This is an optimization exercise on Yosys and OpenROAD, whose aim is small area, a short achievable clock period and few clock cycles per item, not a production implementation. Function was checked by simulation only, so behaviour that the tests miss may differ from the original.

Setup of run 1:
// booth_multiplier
module booth_multiplier #(
    parameter N = 32
) (
    input clk,
    input start,
    input signed [N-1:0] multiplicand,
    input signed [N-1:0] multiplier,
    output signed [2*N-1:0] product,
    output reg done
);
Size in the first run: roughly 3000 cells after synthesis, about 160 flip-flops, about 130 I/O pins, roughly 0.028 mm^2 of cells after synthesis.
clock: 4.5 ns
lec_check: 0
abc_area: 1
cap_margin: 20
core_margin: 2
core_utilization: 60
setup_slack_margin: 0.2
slew_margin: 20
tns_end_percent: 20
standard.sh (not shown) runs the stock make flow with config.mk's settings and CLKGATE_MAP_FILE= SYNTH_SCRIPT=/design/flow/synth_recipe.tcl, a recipe that flattens the netlist after the stock synthesis.
==> flow/flow/run.sh <==
#!/bin/bash
# Standard layout, except that the delay cells (clkdlybuf*, dlygate*, dlymetal*)
# may not be used after synthesis: the port buffers and repairs then use
# ordinary buffers.  Synthesis is the standard one.
set -e
cp standard.sh standard_sh.txt
bash standard.sh synth > run_synth.log 2>&1
cat >> config.mk <<'CFG'
export DONT_USE_CELLS += sky130_fd_sc_hd__clkdlybuf4s15_1 sky130_fd_sc_hd__clkdlybuf4s15_2 sky130_fd_sc_hd__clkdlybuf4s18_1 sky130_fd_sc_hd__clkdlybuf4s18_2 sky130_fd_sc_hd__clkdlybuf4s25_1 sky130_fd_sc_hd__clkdlybuf4s25_2 sky130_fd_sc_hd__clkdlybuf4s50_1 sky130_fd_sc_hd__clkdlybuf4s50_2 sky130_fd_sc_hd__dlygate4sd1_1 sky130_fd_sc_hd__dlygate4sd2_1 sky130_fd_sc_hd__dlygate4sd3_1 sky130_fd_sc_hd__dlymetal6s2s_1 sky130_fd_sc_hd__dlymetal6s4s_1 sky130_fd_sc_hd__dlymetal6s6s_1
CFG
bash standard.sh finish > run_finish.log 2>&1
Every stage of the flow completed for run 1, and the final layout passed the timing, DRC and antenna checks.
Testbench counts of run 1, summed over its fixed seeds: cycles 2,400, items 2,400.
Edits applied to the flow inputs when going from run 1 to run 2:
diff --git a/flow/config.mk b/flow/config.mk
--- a/flow/config.mk
+++ b/flow/config.mk
@@ -11,3 +11,4 @@
 export CORE_UTILIZATION = 60
-export SETUP_SLACK_MARGIN = 0.2
+export GPL_TIMING_DRIVEN = 0
+export SETUP_SLACK_MARGIN = 0.3
 export SLEW_MARGIN = 20
### Flow results
- Run 2 — detailed route wirelength on metal2 about 28% higher, run 1 as reference
- Total global-route track usage | run 2 above run 1
- Buffer and inverter count on the worst path was lower in run 1 than in run 2.
[inputs] run 3 vs run 2
diff --git a/flow/config.mk b/flow/config.mk
--- a/flow/config.mk
+++ b/flow/config.mk
@@ -11,6 +11,4 @@
 export CORE_UTILIZATION = 60
-export GPL_TIMING_DRIVEN = 0
-export SETUP_SLACK_MARGIN = 0.3
+export SETUP_SLACK_MARGIN = 0.4
 export SLEW_MARGIN = 20
-export TNS_END_PERCENT = 20
 export DONT_USE_CELLS += sky130_fd_sc_hd__clkdlybuf4s15_1 sky130_fd_sc_hd__clkdlybuf4s15_2 sky130_fd_sc_hd__clkdlybuf4s18_1 sky130_fd_sc_hd__clkdlybuf4s18_2 sky130_fd_sc_hd__clkdlybuf4s25_1 sky130_fd_sc_hd__clkdlybuf4s25_2 sky130_fd_sc_hd__clkdlybuf4s50_1 sky130_fd_sc_hd__clkdlybuf4s50_2 sky130_fd_sc_hd__dlygate4sd1_1 sky130_fd_sc_hd__dlygate4sd2_1 sky130_fd_sc_hd__dlygate4sd3_1 sky130_fd_sc_hd__dlymetal6s2s_1 sky130_fd_sc_hd__dlymetal6s4s_1 sky130_fd_sc_hd__dlymetal6s6s_1
==> results.txt <==
Run 3 vs run 2 on fmax: run 3 is the higher one.
When run 3 is set beside run 2, its sequential share of layout area turns out to be 0.41 points smaller.
Delay of the slowest critical-path stage: run 3 < run 2
Cell area reported after detailed placement: run 3 > run 2
Run 3 vs. run 2: largest fanout on the critical path lost 1, worst hold slack picked up an extra 140 ps.
Between run 3 and run 2, total track usage is higher for run 2, run 3 comes in under that.
Utilization (higher): run 3
Here is what was changed in the inputs of run 4 compared with run 3.
diff --git a/flow/config.mk b/flow/config.mk
--- a/flow/config.mk
+++ b/flow/config.mk
@@ -11,3 +11,3 @@
 export CORE_UTILIZATION = 60
-export SETUP_SLACK_MARGIN = 0.4
+export SETUP_SLACK_MARGIN = 0.2
 export SLEW_MARGIN = 20
==> results.txt <==
Compared with run 3, run 4 instantiates a smaller number of cells.
From run 3 to run 4 the numbers moved as follows: via count fell about 2.7%; wire length of the first global-routing pass saw a decrease.
In the flow results for run 3 and run 4, the met3 usage is smaller on run 4.
From run 4 to run 3, count of input and output buffers did not move at all.
Looking at timing startpoint of the critical path, the multiplier[7] result is from run 3; the multiplier[4] one comes from run 4.
Setup changes, run 4 to run 5
diff --git a/flow/config.mk b/flow/config.mk
--- a/flow/config.mk
+++ b/flow/config.mk
@@ -10,4 +10,4 @@
 export CORE_MARGIN = 2
-export CORE_UTILIZATION = 60
-export SETUP_SLACK_MARGIN = 0.2
+export CORE_UTILIZATION = 65
+export SETUP_SLACK_MARGIN = 0.4
 export SLEW_MARGIN = 20
Results
Summary — core area, run 5 relative to run 4: lower, by 7.7%. Relative to run 4, count of buffers not belonging to the clock network in the layout has increased by about 11% in run 5. Looking at via-per-instance ratio, run 5 sits 0.26 above run 4. Compared with run 4, in run 5 maximum single-stage delay on the critical path shows no meaningful change, HPWL after detailed placement shows an increase of 3.5%, number of inserted diodes shows an increase of 1. Looking only at count of instances resized after the clock tree is built, and setting everything else aside, the higher value of run 4 and run 5 goes to run 5. Sort run 4 and run 5 by data required time of the worst path, descending, and run 4 comes first. Where routed wire length is concerned, run 4 is better than run 5.

========
booth_multiplier, a different RTL version from the one above (not shown whole).
Size in the first run: roughly 4000 cells after synthesis, roughly 130 I/O pins, ~30000 µm² of cells after synthesis.
## booth_multiplier
module booth_multiplier #(
    parameter N = 32
) (
    input clk,
    input start,
    input signed [N-1:0] multiplicand,
    input signed [N-1:0] multiplier,
    output signed [2*N-1:0] product,
    output reg done
);
    wire one1 = multiplier[0] ^ 1'b0;
    wire two2 = (multiplier[1] ^ multiplier[0]) & ~(multiplier[0] ^ 1'b0);
    wire sel3 = (one1 & multiplicand[0]);
    wire sel4 = (one1 & multiplicand[1]) | (two2 & multiplicand[0]);
    wire sel5 = (one1 & multiplicand[2]) | (two2 & multiplicand[1]);
    wire sel6 = (one1 & multiplicand[3]) | (two2 & multiplicand[2]);
    wire sel7 = (one1 & multiplicand[4]) | (two2 & multiplicand[3]);
    wire sel8 = (one1 & multiplicand[5]) | (two2 & multiplicand[4]);
    wire sel9 = (one1 & multiplicand[6]) | (two2 & multiplicand[5]);
    wire sel10 = (one1 & multiplicand[7]) | (two2 & multiplicand[6]);
    wire sel11 = (one1 & multiplicand[8]) | (two2 & multiplicand[7]);
  ...
export LEC_CHECK = 0
export ABC_AREA = 1
export CAP_MARGIN = 20
export CORE_MARGIN = 2
export CORE_UTILIZATION = 50
export SLEW_MARGIN = 20
create_clock -name core_clock -period 4.5 [get_ports {clk}]
Scripts as last shown in full above: flow/flow/run.sh
Testbench counts at the start, summed over its fixed seeds: cycles 2,400, items 2,400.
Edit:
==> flow/run.sh (new file) <==
#!/bin/bash
# synth_recipe.tcl (not shown) runs the flow's synth.tcl, then flattens the netlist and writes it again
# the make line also repeats each setting of config.mk as NAME=value (left out here)
make -C /OpenROAD-flow-scripts/flow DESIGN_CONFIG=/design/flow/config.mk WORK_HOME=/design/flow/orfs CLKGATE_MAP_FILE= SYNTH_SCRIPT=/design/flow/synth_recipe.tcl finish
==> flow/config.mk (replaced) <==
export PLATFORM = sky130hd
export DESIGN_NAME = booth_multiplier
export DESIGN_NICKNAME = booth_multiplier
export VERILOG_FILES = /design/flow/design.v
export SDC_FILE = /design/flow/constraint.sdc
export NUM_CORES = 4
export LEC_CHECK = 0
export CAP_MARGIN = 20
export CORE_MARGIN = 2
export CORE_UTILIZATION = 60
export SLEW_MARGIN = 20
removed: flow/flow/run.sh
removed: flow/standard.sh
What happened:
- The changed run finished but failed the layout checks on setup timing
- design area rose by about 30%
- via count rose by about 47%
- worst setup slack gets worse by 0.27 ns
- non-clock buffer count rose by 335
- wire length rose by about 36%
- synthesized area rose by 23%
- count of clock-buffer cells in the layout stays the same
- synthesized cell count rose by about 30%
- sequential cell count does not change

========
RTL: one of the versions met above, not the one the previous note started from.
For scale: about 3000 cells after synthesis, roughly 160 flip-flops, ~130 I/O pins, ~28000 sq um of cells after synthesis.
==> flow/config.mk <==
export PLATFORM = sky130hd
export DESIGN_NAME = booth_multiplier
export DESIGN_NICKNAME = booth_multiplier
export VERILOG_FILES = /design/flow/design.v
export SDC_FILE = /design/flow/constraint.sdc
export NUM_CORES = 4
export LEC_CHECK = 0
export ABC_AREA = 1
export CAP_MARGIN = 20
export CORE_MARGIN = 2
export CORE_UTILIZATION = 65
export SETUP_SLACK_MARGIN = 0.2
export SLEW_MARGIN = 20
export DONT_USE_CELLS += sky130_fd_sc_hd__clkdlybuf4s15_1 sky130_fd_sc_hd__clkdlybuf4s15_2 sky130_fd_sc_hd__clkdlybuf4s18_1 sky130_fd_sc_hd__clkdlybuf4s18_2 sky130_fd_sc_hd__clkdlybuf4s25_1 sky130_fd_sc_hd__clkdlybuf4s25_2 sky130_fd_sc_hd__clkdlybuf4s50_1 sky130_fd_sc_hd__clkdlybuf4s50_2 sky130_fd_sc_hd__dlygate4sd1_1 sky130_fd_sc_hd__dlygate4sd2_1 sky130_fd_sc_hd__dlygate4sd3_1 sky130_fd_sc_hd__dlymetal6s2s_1 sky130_fd_sc_hd__dlymetal6s4s_1 sky130_fd_sc_hd__dlymetal6s6s_1
==> flow/constraint.sdc <==
create_clock -name core_clock -period 4.5 [get_ports {clk}]
set_input_delay 0.9000 -clock core_clock [delete_from_list [all_inputs] [get_ports {clk}]]
set_output_delay 0.9000 -clock core_clock [all_outputs]
set_load 0.01 [all_outputs]
==> flow/flow/run.sh <==
#!/bin/bash
# Standard layout, except that the delay cells (clkdlybuf*, dlygate*, dlymetal*)
# may not be used after synthesis: the port buffers and repairs then use
# ordinary buffers.  Synthesis is the standard one.
set -e
cp standard.sh standard_sh.txt
bash standard.sh synth > run_synth.log 2>&1
cat >> config.mk <<'CFG'
export DONT_USE_CELLS += sky130_fd_sc_hd__clkdlybuf4s15_1 sky130_fd_sc_hd__clkdlybuf4s15_2 sky130_fd_sc_hd__clkdlybuf4s18_1 sky130_fd_sc_hd__clkdlybuf4s18_2 sky130_fd_sc_hd__clkdlybuf4s25_1 sky130_fd_sc_hd__clkdlybuf4s25_2 sky130_fd_sc_hd__clkdlybuf4s50_1 sky130_fd_sc_hd__clkdlybuf4s50_2 sky130_fd_sc_hd__dlygate4sd1_1 sky130_fd_sc_hd__dlygate4sd2_1 sky130_fd_sc_hd__dlygate4sd3_1 sky130_fd_sc_hd__dlymetal6s2s_1 sky130_fd_sc_hd__dlymetal6s4s_1 sky130_fd_sc_hd__dlymetal6s6s_1
CFG
bash standard.sh finish > run_finish.log 2>&1
The starting point went through all stages and came out clean.
Testbench counts at the start, summed over its fixed seeds: cycles 2,400, items 2,400.
Next try:
--- a/flow/config.mk
+++ b/flow/config.mk
@@ -11,2 +11,2 @@
-export CORE_UTILIZATION = 65
-export SETUP_SLACK_MARGIN = 0.2
+export CORE_UTILIZATION = 60
+export SETUP_SLACK_MARGIN = 0.3
Result:
- non-clock buffer count increases by 57
- global-route usage fell by 2.3 points
- wire length goes up by 4.3%
- synthesized cell count is unchanged
- area after synthesis does not change
Next try:
--- a/flow/config.mk
+++ b/flow/config.mk
@@ -12 +12 @@
-export SETUP_SLACK_MARGIN = 0.3
+export SETUP_SLACK_MARGIN = 0.1
Sequential share of layout area rose by 0.46 points.
Die area stays the same.
Non-clock buffer count fell by 41.
Synthesized cell count is unchanged.
Via count fell slightly.
Worst setup slack is worse by 0.055 ns.
Sequential cell count does not change.
Final area fell by a few percent.
Hold slack is better by 0.15 ns.

==> afterwards: timing with drivers on the ports <==
No port has a modelled driver above. Below, the same layouts with a new extraction and two added sets of constraints.
Step 1 (the two cells are an assumption about what drives the block):
set clk [get_ports {clk}]
set_driving_cell -lib_cell sky130_fd_sc_hd__clkbuf_16 $clk
set_driving_cell -lib_cell sky130_fd_sc_hd__buf_2 [delete_from_list [all_inputs] $clk]
Step 2 times the ports against the registers' clock, not the clock port: input delays grow and output delays shrink by t, the midpoint of the rising clock arrivals with the driver on.
a / b / c = ideal / step 1 / step 2; a / b = the first two.
| run | t, ns | setup slack, ns | hold WS [ns] | latest minus earliest clock arrival (ns) | worst slew at a driven data input, ns |
|---|---|---|---|---|---|
| run 1 | 0.557 | 0.232 / 0.171 / -0.293 | 0.953 / 0.913 / 1.470 | 0.015 / 0.015 | 0.10 |
| run 2 | 0.573 | 0.070 / -0.001 / -0.376 | 0.624 / 0.578 / 1.151 | 0.018 / 0.017 | 0.06 |
| run 3 | 0.553 | 0.318 / 0.360 / -0.193 | 0.764 / 0.744 / 1.297 | 0.020 / 0.020 | 0.09 |
| run 4 | 0.563 | 0.268 / 0.219 / -0.269 | 0.952 / 0.912 / 1.475 | 0.022 / 0.022 | 0.09 |
| run 5 | 0.565 | 0.280 / 0.219 / -0.161 | 0.754 / 0.736 / 1.301 | 0.016 / 0.017 | 0.09 |
| the first run of note 2 | 0.506 | 0.087 / 0.094 / -0.411 | 1.044 / 1.009 / 1.515 | 0.021 / 0.021 | 0.08 |
| the second run of note 2 | 0.489 | -0.184 / -0.234 / -0.493 | 1.020 / 0.992 / 1.481 | 0.011 / 0.011 | 0.17 |
| the first run of note 3 | 0.564 | 0.220 / 0.234 / -0.307 | 0.732 / 0.691 / 1.255 | 0.022 / 0.022 | 0.09 |
| the second run of note 3 | 0.559 | 0.290 / 0.227 / -0.218 | 0.903 / 0.861 / 1.420 | 0.019 / 0.019 | 0.08 |
| the third run of note 3 | 0.564 | 0.235 / 0.171 / -0.294 | 1.054 / 1.015 / 1.493 | 0.017 / 0.016 | 0.08 |
Met with ideal ports but missed after step 2: setup timing in 9 of these runs. For run 4, which loses most, drivers alone change the setup slack by -0.049 ns; drivers and shift together by -0.537 ns.
